This is an optimization exercise on Yosys and OpenROAD, whose aim is small area and a short achievable clock period, not a production implementation. At most, simulation tests tie the RTL to the original design; equivalence was not proved. No functional check of the RTL was part of run 2. Power figures rest on the tool's default switching activity, not on a simulated workload.

`flow/run.sh`:
```
#!/bin/bash
# synth_recipe.tcl (not shown) runs the flow's synth.tcl, then flattens the netlist and writes it again
# the make line also repeats each setting of config.mk as NAME=value (left out here)
make -C /OpenROAD-flow-scripts/flow DESIGN_CONFIG=/design/flow/config.mk WORK_HOME=/design/flow/orfs CLKGATE_MAP_FILE= SYNTH_SCRIPT=/design/flow/synth_recipe.tcl finish
```
`flow/config.mk`:
```
export PLATFORM = sky130hd
export DESIGN_NAME = paintr_core
export DESIGN_NICKNAME = paintr_core
export VERILOG_FILES = /design/flow/design.v
export SDC_FILE = /design/flow/constraint.sdc
export NUM_CORES = 4
export LEC_CHECK = 0
export CAP_MARGIN = 20
export CORE_AREA = 5 5 475 475
export DIE_AREA = 0 0 480 480
export SLEW_MARGIN = 20
```
`flow/constraint.sdc`:
```
create_clock -name core_clock -period 6.5 [get_ports {clk}]
set_input_delay 1.3000 -clock core_clock [delete_from_list [all_inputs] [get_ports {clk}]]
set_output_delay 1.3000 -clock core_clock [all_outputs]
set_load 0.01 [all_outputs]
```
`flow/design.v`:
```
module VGA_framebuffer(clk50, reset, x, y, pixel_color, pixel_write,
    write_address, write_data, read_address, read_data,
    VGA_R, VGA_G, VGA_B, VGA_CLK, VGA_HS, VGA_VS, VGA_BLANK_n, VGA_SYNC_n);
    parameter   HACTIVE      = 11'd 1280,  
                HFRONT_PORCH = 11'd 32,
                HSYNC        = 11'd 192,
                HBACK_PORCH  = 11'd 96,   
                HTOTAL       = HACTIVE + HFRONT_PORCH + HSYNC + HBACK_PORCH;  
    parameter   VACTIVE      = 10'd 480,
                VFRONT_PORCH = 10'd 10,
                VSYNC        = 10'd 2,
                VBACK_PORCH  = 10'd 33,
                VTOTAL       = VACTIVE + VFRONT_PORCH + VSYNC + VBACK_PORCH;  
    input logic clk50, reset;
    input logic [10:0] x, y;   
    input logic pixel_color, pixel_write;
    output logic [18:0] write_address, read_address;
    output logic write_data;
    input logic read_data;
    output logic [7:0] VGA_R, VGA_G, VGA_B;
    output logic VGA_CLK, VGA_HS, VGA_VS, VGA_BLANK_n, VGA_SYNC_n;
    logic [10:0] hcount;   
    logic endOfLine;
    logic [9:0] vcount;   
    logic endOfField;
    logic blank;
    logic pixel_read;
    always_ff @(posedge clk50)
        if (reset)          hcount <= 0;
        else if (endOfLine) hcount <= 0;
        else  	         hcount <= hcount + 11'd 1;
    assign endOfLine = hcount == HTOTAL - 1;
    always_ff @(posedge clk50)
        if (reset)              vcount <= 0;
        else if (endOfLine)
            if (endOfField)     vcount <= 0;
            else                vcount <= vcount + 10'd 1;
    assign endOfField = vcount == VTOTAL - 1;
    assign VGA_HS = !( (hcount[10:7] == 4'b1010) & (hcount[6] | hcount[5]));
    assign VGA_VS = !( vcount[9:1] == (VACTIVE + VFRONT_PORCH) / 2);
    assign VGA_SYNC_n = 1;   
    assign blank = ( hcount[10] & (hcount[9] | hcount[8]) ) | ( vcount[9] | (vcount[8:5] == 4'b1111) );
    assign write_address = x + (y << 9) + (y << 7) ;  
    assign read_address = (hcount >> 1) + (vcount << 9) + (vcount << 7);
    assign write_data = pixel_color;
    always_ff @(posedge clk50) 
    begin
        if (reset) begin
            pixel_read <= 1'b0;
            VGA_BLANK_n <= 1'b0;
        end else if (hcount[0]) 
        begin
            pixel_read <= read_data;
            VGA_BLANK_n <= ~blank;   
        end   
    end   
    assign VGA_CLK = hcount[0];   
    assign {VGA_R, VGA_G, VGA_B} = pixel_read ? 24'hFF_FF_FF : 24'h0;
endmodule   
module JS_to_VGA (clk, rst, step, positionX, positionY, vga_x, vga_y);
	input logic clk, rst, step;
	input logic [7:0] positionX, positionY;
    output logic [10:0] vga_x, vga_y;
	always_ff @(posedge clk) begin
		if (rst) begin
			vga_x <= 11'd0;
			vga_y <= 11'd0;
		end else if (step) begin
		if (positionX <= 8'b00110000) begin
			vga_x <= vga_x;
		end else if (positionX[7] == 1) begin
			vga_x <= vga_x - 1'b1;
		end else begin
			vga_x <= vga_x + 1'b1;
		end
		if (positionY <= 8'b00110000) begin
			vga_y <= vga_y;
		end else if (positionY[7] == 1) begin
			vga_y <= vga_y + 1'b1;
		end else begin
			vga_y <= vga_y - 1'b1;
		end
		end
	end
endmodule
module save (CLOCK_50, rst, x, y, save_sw, write_addr, data);
	input logic [10:0] x, y;
	input logic save_sw, CLOCK_50, rst;
	output logic [8:0] write_addr;
	output logic [639:0] data;
	always_ff @(posedge CLOCK_50) begin
		if (rst | ~save_sw) begin
			write_addr <= 9'd0;
			data <= 640'd0;
		end else begin
			if (data != 640'd0) begin
				data <= 640'd0;
			end
			if (write_addr == y) begin
				data <= data | (1'b1 << x);
			end
			write_addr <= y;
		end
	end
endmodule  
module load (load_sw, CLOCK_50, rst, load_x, load_y, color, read_addr, q);
	input logic load_sw, CLOCK_50, rst;
	output logic [10:0] load_x, load_y;
	output logic color;
	output logic [8:0] read_addr;
	input logic [639:0] q;
	logic [8:0] y_count;
	logic [9:0] x_count;
	logic [639:0] data;
	assign data = q;
	always_ff @(posedge CLOCK_50) begin
		if (rst) begin
			load_x <= 11'd0;
			load_y <= 11'd0;
			color <= 1'b0;
		end
		if (rst | ~load_sw) begin
			y_count <= 9'd0;
			x_count <= 10'd0;
			read_addr <= 8'd0;
		end
		else begin
			if (y_count != 9'd479) begin
				if (x_count != 10'd639) begin
					load_x <= x_count;
					load_y <= y_count;
					read_addr <= y_count;
					color <= data[x_count];
					x_count <= x_count + 10'd1;
				end
				if (x_count == 10'd639) begin
					y_count <= y_count + 10'd1;
					x_count <= 10'd0;
				end
			end
		end
	end
endmodule  
module paintr_core (
	input  logic         clk,
	input  logic         rst,
	input  logic         step,
	input  logic [7:0]   pos_x,
	input  logic [7:0]   pos_y,
	input  logic         sw_save,
	input  logic         sw_load,
	input  logic [639:0] ram_q,
	input  logic         fb_rdata,
	output logic [8:0]   ram_addr,
	output logic [639:0] ram_data,
	output logic         ram_wren,
	output logic [18:0]  fb_waddr,
	output logic         fb_wdata,
	output logic [18:0]  fb_raddr,
	output logic [7:0]   VGA_R,
	output logic [7:0]   VGA_G,
	output logic [7:0]   VGA_B,
	output logic         VGA_BLANK_N,
	output logic         VGA_CLK,
	output logic         VGA_HS,
	output logic         VGA_SYNC_N,
	output logic         VGA_VS
);
	logic [10:0] x, y, pointX, pointY;
	logic pixel_color;
	logic [8:0] write_addr, read_addr;
	logic [639:0] data;
	logic [10:0] load_x, load_y;
	logic color;
	VGA_framebuffer fb (
		.clk50			(clk),
		.reset			(rst),
		.x,
		.y,
		.pixel_color,
		.pixel_write	(1'b1),
		.write_address	(fb_waddr),
		.write_data		(fb_wdata),
		.read_address	(fb_raddr),
		.read_data		(fb_rdata),
		.VGA_R,
		.VGA_G,
		.VGA_B,
		.VGA_CLK,
		.VGA_HS,
		.VGA_VS,
		.VGA_BLANK_n	(VGA_BLANK_N),
		.VGA_SYNC_n		(VGA_SYNC_N));
	assign x = sw_load ? load_x : pointX;
	assign y = sw_load ? load_y : pointY;
	JS_to_VGA coord (
		.clk			(clk),
		.rst,
		.step,
		.positionX	(pos_x),
		.positionY	(pos_y),
		.vga_x		(pointX),
		.vga_y		(pointY));
	assign ram_addr = sw_load ? read_addr : (sw_save ? write_addr : 9'd500);  
	assign pixel_color = sw_load ? color : 1'b1;
	assign ram_data = data;
	assign ram_wren = sw_save;
	save s (
		.CLOCK_50	(clk),
		.rst,
		.x,
		.y,
		.save_sw	(sw_save),
		.write_addr,
		.data);
	load l (
		.load_sw	(sw_load),
		.CLOCK_50	(clk),
		.rst,
		.load_x,
		.load_y,
		.color,
		.read_addr,
		.q			(ram_q));
endmodule   
```
==> results of run 1 <==
==> per-layer routing <==
| metal | vias up | global-route usage [%] |
|---|---|---|
| li1 | 15885 | - |
| met1 | 17880 | 23.5 |
| met2 | 2136 | 30.3 |
| met3 | 359 | 5.54 |
| met4 | 14 | 8.26 |
| met5 | - | 0 |
==> sequential cells by signal (all words and copies together), names as in the netlist, 10 cells and up <==
| register | cells |
|---|---|
| fb.hcount | 11 |
| l.load_y | 11 |
| coord.vga_x | 11 |
| fb.vcount | 10 |
| l.load_x | 11 |
| coord.vga_y | 11 |
| l.x_count | 10 |
| s.data | 640 |
==> critical path, cell delays in order <==
cell and delay (ns):
buf_2 0.28, mux2i_1 0.48, inv_1 0.09, ha_1 0.23, ha_1 0.24, fa_1 0.47
a21o_1 0.18, a21oi_1 0.24, o21bai_1 0.10, a21oi_1 0.25, o21bai_1 0.10, a21oi_1 0.30
nand4b_1 0.16, nand3_1 0.25, buf_12 0.23
==> layout by cell type (no fill, tap or decap), types with 8 or more instances in the layout <==
cell type        count
a211oi_1            10
a21oi_1            694
a22oi_1             52
a31oi_1              8
and3_1              17
buf_12              14
buf_4              123
clkbuf_1             9
clkbuf_16           85
clkbuf_8            25
clkdlybuf4s50_1   1373
clkinv_2            15
dfxtp_1            739
diode_2             13
ha_1                61
inv_1               64
mux2_2              12
mux2i_1             85
mux4_2             135
nand2_1            116
nand3_1             49
nand4_1             65
nor2_1             768
nor2_2              13
nor2_4              23
nor2b_1             20
nor3_1              23
nor4_1             161
nor4_2              14
o211ai_1            10
o21ai_0             49
o21bai_1             8
or3_1               10
xnor2_1             32
xor2_1              31
==> synthesized netlist by cell type (5+ instances only) <==
master,count
mux4_2,135
o21ai_0,49
a21oi_1,694
o31ai_1,7
clkbuf_2,8
nor4b_1,6
dfxtp_1,745
buf_4,77
mux2i_1,86
buf_1,32
a21o_1,6
nor2_1,804
and2_1,6
buf_2,23
mux2_2,12
and3_1,17
a221oi_1,6
nor4_1,175
o211ai_1,10
xor2_1,31
or4_1,5
a311oi_1,6
o21bai_1,9
a22oi_1,52
a31oi_1,8
nor3_1,23
nor2b_1,26
a211oi_1,12
fa_1,7
clkbuf_1,174
nand2b_1,5
inv_1,64
or3_1,10
nand4_1,65
nand3_1,49
o21a_1,7
xnor2_1,32
ha_1,61
nand2_1,116
==> final cells by class <==
class | count | share of cell area, %
multi-input cells | 2590 | 31.2
repair buffers | 1516 | 28.0
flip-flops and latches | 745 | 27.8
well taps | 2958 | 6.89
clock buffers | 119 | 4.66
clock inverters | 36 | 1.00
inverters | 65 | 0.454
diodes | 13 | 0.0605
==> path summary, 6_finish.rpt <==
kind,startpoint,end,slack [ns],depth (start not counted)
worst max-delay path,sw_load,fb_waddr[18],0.28,15
worst min-delay path,l.load_y[0],l.load_y[0],0.46,2
worst max register to register,l.x_count[0],l.color,2.41,9
worst min register to register,l.load_y[0],l.load_y[0],0.46,2
==> metrics by stage <==
stage                     setup slack [ns]  utilization [%]
after global routing                0.0497             24.4
final                                0.279             24.5
after floorplan                       1.04                -
after CTS                            0.230             24.4
after global placement               0.208             23.0
after detailed placement             0.264             23.1
==> power by group <==
part / total, W / switching (W) / internal [W]
Clock: 0.00519 / 0.00218 / 0.00301
Sequential: 0.00463 / 0.0000377 / 0.00459
Combinational: 0.00150 / 0.000777 / 0.000724
Total: 0.0113 / 0.00299 / 0.00832
==> logic make-up (layout without fill, tap and decap cells) <==
| group | Yosys count | in the layout | synth area share (%) |
|---|---|---|---|
| AOI/OAI and AO/OA | 900 | 900 | 14.9 |
| xor gates and xnor gates | 63 | 63 | 1.67 |
| adders and majority gates | 68 | 68 | 2.73 |
| buffers and inverters | 380 | 1736 | 5.32 |
| DFF | 745 | 745 | 45.1 |
| muxes | 233 | 233 | 12.2 |
| other | 1 | 14 | 0.0113 |
| and+or+nand+nor | 1325 | 1325 | 18.1 |
==> out/metrics.yaml, run 1 <==
place:
  dpl.cell_count: 7874
  finalWeightedCongestion: 0.928
  numPortBuffers: 1378
  hpwlAfterDp_um: 183000
  dpl_cell_area_mm2: 0.0507
clocking:
  postCtsSetupBuffers: 0
  clk_latency_ns: 0.74
  cts_max_level: 3
  clock-sinks: 745
  clk_pin_slew_ns: 0.06
  cts.hold.buffers_added: 0
  cts_resized: 0
  clk_root_buffer_cell: "clkbuf_16"
  cts_tree: "done"
  cts_inserted_buffers: 85
  cts_buffer_depth: 3
yosys:
  syn_nets: 4445
  ys_seq_area_share_pct: 45.1
  synth.area.top_cells: "dfxtp_1 45%, a21oi_1 10%, mux4_2 9.2%"
  async_flop_share_pct: 0
  synth_top_cell_by_area: "dfxtp_1"
  netlist_area_mm2: 0.0331
  netlist_instances: 3715
  synth_edf_count: 0
  synth_top_area_share_pct: 45.1
  ys_types: 69
  synth-seq-cells: 745
  synthFlopType: "dfxtp_1"
  avgSynthCellArea_um2: 8.91
  yosys_warnings: 4
critical_path:
  cp_max_fo: 11
  crit_arrival_ns: 4.92
  required_ns: 5.20
  worstSetupPathType: "input pin to primary output"
  critPathLaunchType: "input pin"
  cp-end-kind: "primary output"
final_layout:
  final_layout_size_suffix_gt1_share_pct: 10.1
  multiInputGateArea_mm2: 0.0168
  seq_area_mm2: 0.0149
  syn_to_final_growth_pct: 62.4
  fin_area_mm2: 0.0538
  nNetsFinal: 5733
  nFillCells: 23618
  stdcell_count: 8042
timing:
  hold_viol: 0
  skew_ns: 0.0777
  worstMarginPinSlew_ns: 1.14
  hold_ws_ns: 0.464
  drv_slew: 0
  period_minus_slack_ns: 6.22
  max_freq_mhz: 161
  slew_headroom_pct: 23.7
  rsz0062_at_grt: "false"
  setup_violations: 0
  finalCritPeriodShare_pct: 95.7
  final.setup.tns_ns: 0
detailed_routing:
  drc: 0
  top_layer_used: "met5"
  wl_met1_um: 93500
  met3_length_um: 21700
  drtIter0Drc: 3660
  wl_met2_um: 103000
  num_vias: 36274
  post_drt_wl_per_cell_um: 28.6
  wl_um: 230000
  post_drt_via_cell_ratio: 4.51
  drt_first_pass_iters: 5
  drtAntennaViolNets: 0
pwr:
  powerDensity_mw_per_mm2: 211
  p_leak_nw: 18.4
  finalPower_w: 0.0113
  peakVddDrop_mv: 0.205
global_route:
  antenna_found_initial: 44
  first_global_vias: 35665
  overflow: 0
  grt_use_total_pct: 18.9
  grt_start_max_net_pins: 169
  grt_pass1_wl_um: 304000
floorplanning:
  dieArea_mm2: 0.230
  initial_core_util_pct: 15.1
  io_pins: 1380
  die_x_um: 480
  rows: 172
  coreArea_mm2: 0.220
  fp.dieH_um: 480
flow_run:
  cap_violations: 0
hold_path:
  hold_path.class: "flip-flop to flip-flop"
outcome:
  status: "complete, no violations"
==> inputs of run 2 (changes only) <==
==> flow/design.v (replaced) <==
module paintr_core (
	input  logic         clk,
	input  logic         rst,
	input  logic         step,
	input  logic [7:0]   pos_x,
	input  logic [7:0]   pos_y,
	input  logic         sw_save,
	input  logic         sw_load,
	input  logic [639:0] ram_q,
	input  logic         fb_rdata,
	output logic [8:0]   ram_addr,
	output logic [639:0] ram_data,
	output logic         ram_wren,
	output logic [18:0]  fb_waddr,
	output logic         fb_wdata,
	output logic [18:0]  fb_raddr,
	output logic [7:0]   VGA_R,
	output logic [7:0]   VGA_G,
	output logic [7:0]   VGA_B,
	output logic         VGA_BLANK_N,
	output logic         VGA_CLK,
	output logic         VGA_HS,
	output logic         VGA_SYNC_N,
	output logic         VGA_VS
);
	logic [10:0] cx, cy;
	always_ff @(posedge clk) begin
		if (rst) begin
			cx <= 11'd0;
			cy <= 11'd0;
		end else if (step) begin
			if (pos_x > 8'h30) cx <= pos_x[7] ? cx - 11'd1 : cx + 11'd1;
			if (pos_y > 8'h30) cy <= pos_y[7] ? cy + 11'd1 : cy - 11'd1;
		end
	end
	logic [9:0] load_x;
	logic [8:0] load_y;
	logic       color, act, wrap;
	logic [639:0] q_sh;    
	assign q_sh = {1'b0, ram_q[639:1]};
	logic row_end, all_done, upd;
	assign row_end  = act & ~wrap & (load_x == 10'd638);          
	assign all_done = act & wrap & (load_y == 9'd478);            
	assign upd      = ~row_end & ~all_done;
	always_ff @(posedge clk) begin
		if (rst) begin
			load_x <= 10'd0;
			load_y <= 9'd0;
			color  <= 1'b0;
		end else if (sw_load & upd) begin
			load_x <= (act & ~wrap) ? load_x + 10'd1 : 10'd0;
			load_y <= act ? (wrap ? load_y + 9'd1 : load_y) : 9'd0;
			color  <= (act & ~wrap) ? q_sh[load_x] : ram_q[0];
		end
	end
	always_ff @(posedge clk) begin
		if (rst | ~sw_load) begin
			act  <= 1'b0;
			wrap <= 1'b0;
		end else begin
			act  <= 1'b1;
			if (row_end) wrap <= 1'b1;
			else if (upd) wrap <= 1'b0;
		end
	end
	logic [10:0] x, y;
	assign x = sw_load ? {1'b0, load_x} : cx;
	assign y = sw_load ? {2'b0, load_y} : cy;
	logic [8:0]   write_addr;
	logic [639:0] data;
	logic         eq_l, eq_c, en;
	assign eq_l = (write_addr == load_y);
	assign eq_c = ({2'b00, write_addr} == cy);
	assign en   = sw_save & ~rst & (sw_load ? eq_l : eq_c);
	logic [79:0] rsel;
	logic [7:0]  csel;
	always_comb begin
		for (int j = 0; j < 80; j++) rsel[j] = en & (x[10:3] == j);
		for (int k = 0; k < 8; k++)  csel[k] = (x[2:0] == k);
	end
	always_ff @(posedge clk) begin
		for (int i = 0; i < 640; i++)
			data[i] <= (data[i] & en) | (rsel[i >> 3] & csel[i & 7]);
	end
	always_ff @(posedge clk) begin
		if (rst | ~sw_save) write_addr <= 9'd0;
		else                write_addr <= y[8:0];
	end
	assign ram_data = data;
	assign ram_wren = sw_save;
	assign ram_addr = sw_load ? (act ? load_y : 9'd0) : (sw_save ? write_addr : 9'd500);
	logic [18:0] addr_c, addr_l;
	assign addr_c = {cx[10:7] + {cy, 2'b00} + cy, cx[6:0]};
	assign addr_l = {{2'b00, load_x[9:7]} + {1'b0, load_y, 2'b00} + {3'b000, load_y}, load_x[6:0]};
	assign fb_waddr = sw_load ? addr_l : addr_c;
	assign fb_wdata = sw_load ? color : 1'b1;
	logic [10:0] hcount;
	logic [9:0]  vcount;
	logic        eol, eof, blank, pixel;
	assign eol = (hcount == 11'd1599);
	assign eof = (vcount == 10'd524);
	always_ff @(posedge clk) begin
		if (rst | eol) hcount <= 11'd0;
		else           hcount <= hcount + 11'd1;
		if (rst) vcount <= 10'd0;
		else if (eol) vcount <= eof ? 10'd0 : vcount + 10'd1;
	end
	assign VGA_HS = !((hcount[10:7] == 4'b1010) & (hcount[6] | hcount[5]));
	assign VGA_VS = !(vcount[9:1] == 9'd245);
	assign VGA_SYNC_N = 1'b1;
	assign VGA_CLK = hcount[0];
	assign blank = (hcount[10] & (hcount[9] | hcount[8])) | vcount[9] | (vcount[8:5] == 4'b1111);
	assign fb_raddr = {{1'b0, hcount[10:8]} + {vcount, 2'b00} + {2'b00, vcount}, hcount[7:1]};
	always_ff @(posedge clk) begin
		if (rst) begin
			pixel <= 1'b0;
			VGA_BLANK_N <= 1'b0;
		end else if (hcount[0]) begin
			pixel <= fb_rdata;
			VGA_BLANK_N <= ~blank;
		end
	end
	assign VGA_R = {8{pixel}};
	assign VGA_G = {8{pixel}};
	assign VGA_B = {8{pixel}};
endmodule
==> out/metrics.yaml, run 2 <==
critical_path:
  cp_max_fo: 5  # -6
  crit_start: "cy[0]"
  crit_chain: "inv_1 -> fa_1 -> inv_1 -> fa_1 -> a21o_1 -> a21oi_1 -> o21bai_1 -> a21oi_1 -> o21ai_0 -> a31oi_1 -> xnor2_1 -> o21ai_0 -> clkdlybuf4s50_1"
  critPathLaunchType: "flip-flop"
  required_ns: 5.20  # about the same
  cp_slowest_cell: "clkdlybuf4s50_1"
  worstSetupPathType: "flip-flop to primary output"
  max_stage_delay_ns: 0.59  # +0.11 ns
  reg2reg_from: "load_x[0]"
  cp-end-kind: "primary output"
  crit_arrival_ns: 4.40  # -0.52 ns
place:
  hpwlAfterDp_um: 170000  # -6.9%
  detailedPlace.worstSlack_ns: 1.31  # +1.05 ns
  numPortBuffers: 1378  # unchanged
  dpl.cell_count: 7023  # -11%
  finalWeightedCongestion: 0.888  # -4.3%
detailed_routing:
  drc: 0  # unchanged
  wl_um: 209000  # -8.9%
  drt_first_pass_iters: 5  # unchanged
  drtIter0Drc: 2073  # -43%
  num_vias: 30921  # -15%
  drtAntennaViolNets: 0  # unchanged
  post_drt_via_cell_ratio: 4.30  # -4.7%
  post_drt_wl_per_cell_um: 29.1  # +1.9%
floorplanning:
  die_x_um: 480  # unchanged
  coreArea_mm2: 0.220  # unchanged
  rows: 172  # unchanged
  dieArea_mm2: 0.230  # unchanged
  fp.dieH_um: 480  # unchanged
  io_pins: 1380  # unchanged
  initial_core_util_pct: 14.4  # -0.69 points
yosys:
  syn_nets: 3637  # -18%
  synth-seq-cells: 716  # -3.9%
  avgSynthCellArea_um2: 10.9  # +23%
  synth-xor-area-share_pct: 2.02  # +0.36 points
  netlist_instances: 2886  # -22%
  netlist_area_mm2: 0.0316  # -4.6%
  ys_types: 68  # -1.4%
  synth_simple_gate_area_share_pct: 8.56  # -9.5 points
  synthFlopType: "dfxtp_1"
  yosysMostFrequentCell: "dfxtp_1"
  synth.area.top_cells: "dfxtp_1 45%, a22o_1 18%, mux4_2 10%"
  synth_mux_area_share_pct: 12.4  # +0.19 points
  synth_top_family_by_area: "compound AO/OA/AOI/OAI gates"
  synth_top_cell_by_area: "dfxtp_1"
  synth_top_area_share_pct: 45.4  # +0.33 points
  yosys_warnings: 1  # -3
  async_flop_share_pct: 0  # unchanged
  post_synth_fa_ha_maj_area_fraction_pct: 3.74  # +1.0 points
  synth_edf_count: 0  # unchanged
  synth-compound-area-share_pct: 23.2  # +8.3 points
  ys_seq_area_share_pct: 45.4  # +0.33 points
  synthTopCellsByCount: "716 x dfxtp_1, 643 x a22o_1, 262 x nor2_1, 153 x clkbuf_1, 143 x mux4_2"
timing:
  period_minus_slack_ns: 5.70  # -0.525 ns
  final.setup.tns_ns: 0  # unchanged
  finalCritPeriodShare_pct: 87.6  # -8.1 points
  slew_headroom_pct: 20.5  # -3.2 points
  setup_ws_ns: 0.804  # +0.525 ns
  setup_violations: 0  # unchanged
  worstMarginPinSlew_ns: 1.19  # +0.0485 ns
  drv_slew: 0  # unchanged
  skew_ns: 0.0450  # -0.0327 ns
  rsz0062_at_grt: "false"
  hold_viol: 0  # unchanged
  max_freq_mhz: 176  # +9.2%
clocking:
  cts_max_level: 3  # unchanged
  clock-sinks: 716  # -3.9%
  cts_tree: "done"
  cts.hold.buffers_added: 0  # unchanged
  cts_resized: 0  # unchanged
  cts_buffer_depth: 3  # unchanged
  cts_inserted_buffers: 83  # -2.4%
  clk_latency_ns: 0.70  # -0.04 ns
  clk_root_buffer_cell: "clkbuf_16"
  postCtsSetupBuffers: 0  # unchanged
  clk_pin_slew_ns: 0.06  # about the same
global_route:
  first_global_vias: 31057  # -13%
  grt_start_max_net_pins: 200  # +18%
  grt_pass1_wl_um: 273000  # -10%
  grt_use_total_pct: 17.1  # -1.8 points
  antenna_found_initial: 38  # -14%
  overflow: 0  # unchanged
hold_path:
  hp-start: "data[456]"
  hold_path.class: "flip-flop to flip-flop"
final_layout:
  nFillCells: 23485  # -0.56%
  fin_util_pct: 23.5  # -0.97 points
  final_common_cell: "clkdlybuf4s50_1"
  syn_to_final_growth_pct: 63.4
  final_layout_size_suffix_gt1_share_pct: 10.2  # +0.19 points
  nNetsFinal: 4901  # -15%
  top_register: "data"
  largest_reg_flops: 640  # unchanged
  mostFrequentLayoutCells: "1,376 x clkdlybuf4s50_1, 710 x dfxtp_1, 643 x a22o_1, 234 x nor2_1, 143 x mux4_2"
  stdcell_count: 7190  # -11%
pwr:
  powerDensity_mw_per_mm2: 209  # -0.55%
  peakVddDrop_mv: 0.209  # +1.8%
  p_leak_nw: 18.4  # +0.28%
outcome:
  status: "complete, no violations"
flow_run:
  cap_violations: 0  # unchanged
[run 2: cell count changes in the layout (fill, tap and decap cells not counted), moves of 12 or more]
cell / before / now
nand3_1: 49 / 36
nand4_1: 65 / 13
buf_4: 123 / 68
nor4_2: 14 / 0
mux2i_1: 85 / 63
a22oi_1: 52 / 40
nor4_1: 161 / 19
ha_1: 61 / 80
dfxtp_1: 739 / 710
a21oi_1: 694 / 79
inv_1: 64 / 49
nor2_1: 768 / 234
a22o_1: 0 / 643
[run 2: metal layers]
metal,global-route usage [%],vias to the layer above,part of all wire (%)
li1,-,13580,-
met1,20.4,15529,39
met2,29.5,1528,48
met3,3.78,282,7.8
met4,7.54,2,5.0
met5,0,-,0.0053
[run 2: final timing paths]
path                       end  slack [ns]  cells after the start
setup reg to reg         color        2.24                      9
hold reg to reg      data[456]        0.48                      1
hold / removal       data[456]        0.48                      1
setup / recovery  fb_waddr[18]        0.80                     13
[run 2: cells by family (layout without fill, tap and decap cells)]
family                     Yosys count  in the layout
DFF                                716            716
and+or+nand+nor                    560            560
adders and majority gates           89             89
xor gates and xnor gates            73             73
AOI/OAI and AO/OA                  905            905
muxes                              211            211
buffers and inverters              331           1662
other                                1             16
[run 2: critical path: cells and delay by family (launching register included)]
| family | cells | cell delay [ns] |
|---|---|---|
| buffers and inverters | 3 | 0.79 |
| xor gates and xnor gates | 1 | 0.10 |
| DFF | 1 | 0.47 |
| AOI/OAI and AO/OA | 7 | 1.38 |
| adders and majority gates | 2 | 0.93 |
[run 2: power by group]
group          switching (W)  internal, W
combinational       0.000742     0.000700
clock                0.00208      0.00283
sequential         0.0000481      0.00441
total                0.00287      0.00794
[run 2: cell type report]
type                       instances  area (um^2)  area share (%)
multi-input combinational       1839        16000            30.9
sequential                       716        14400            27.8
inverter                          54          203           0.393
antenna                           15         37.5          0.0727
clock buffer                     113         2400            4.65
tap                             2958         3700            7.17
clock inverter                    39          460           0.892
timing repair buffer            1456        14500            28.1
[run 2: per-stage QoR]
step                      area [um^2]  hold slack, ns  power [W]
after floorplan                 31600           0.480    0.00517
after global placement          48700           0.461    0.00599
after detailed placement        48700           0.463    0.00601
after CTS                       51600           0.479     0.0110
after global routing            51600           0.485     0.0112
final                           51600           0.477     0.0108

-- afterwards: timing with drivers on the ports --
How much do the figures lean on ideal ports? The routed layouts below were timed once more, with nothing changed but the port constraints. Step 1 sets driving cells, clkbuf_16 on the clock port and buf_2 on the other inputs (assumed; they add their load-dependent delay and slew). Step 2 also shifts input and output timing later by t, the mid clock arrival at the registers, as if the neighbouring blocks saw the same clock. a / b / c = no drivers / after step 1 / after step 2; a / b = the first two.
| run | t (ns) | setup WS [ns] | worst hold slack (ns) | latest minus earliest clock arrival (ns) |
|---|---|---|---|---|
| run 1 | 0.780 | 0.279 / 0.207 / 0.207 | 0.464 / 0.464 / 0.464 | 0.079 / 0.079 |
| run 2 | 0.752 | 0.804 / 0.729 / 1.034 | 0.477 / 0.477 / 0.477 | 0.049 / 0.049 |
After both steps every run listed still meets setup and hold. For run 1, which loses most, drivers alone change the setup slack by -0.072 ns; drivers and shift together by -0.072 ns.
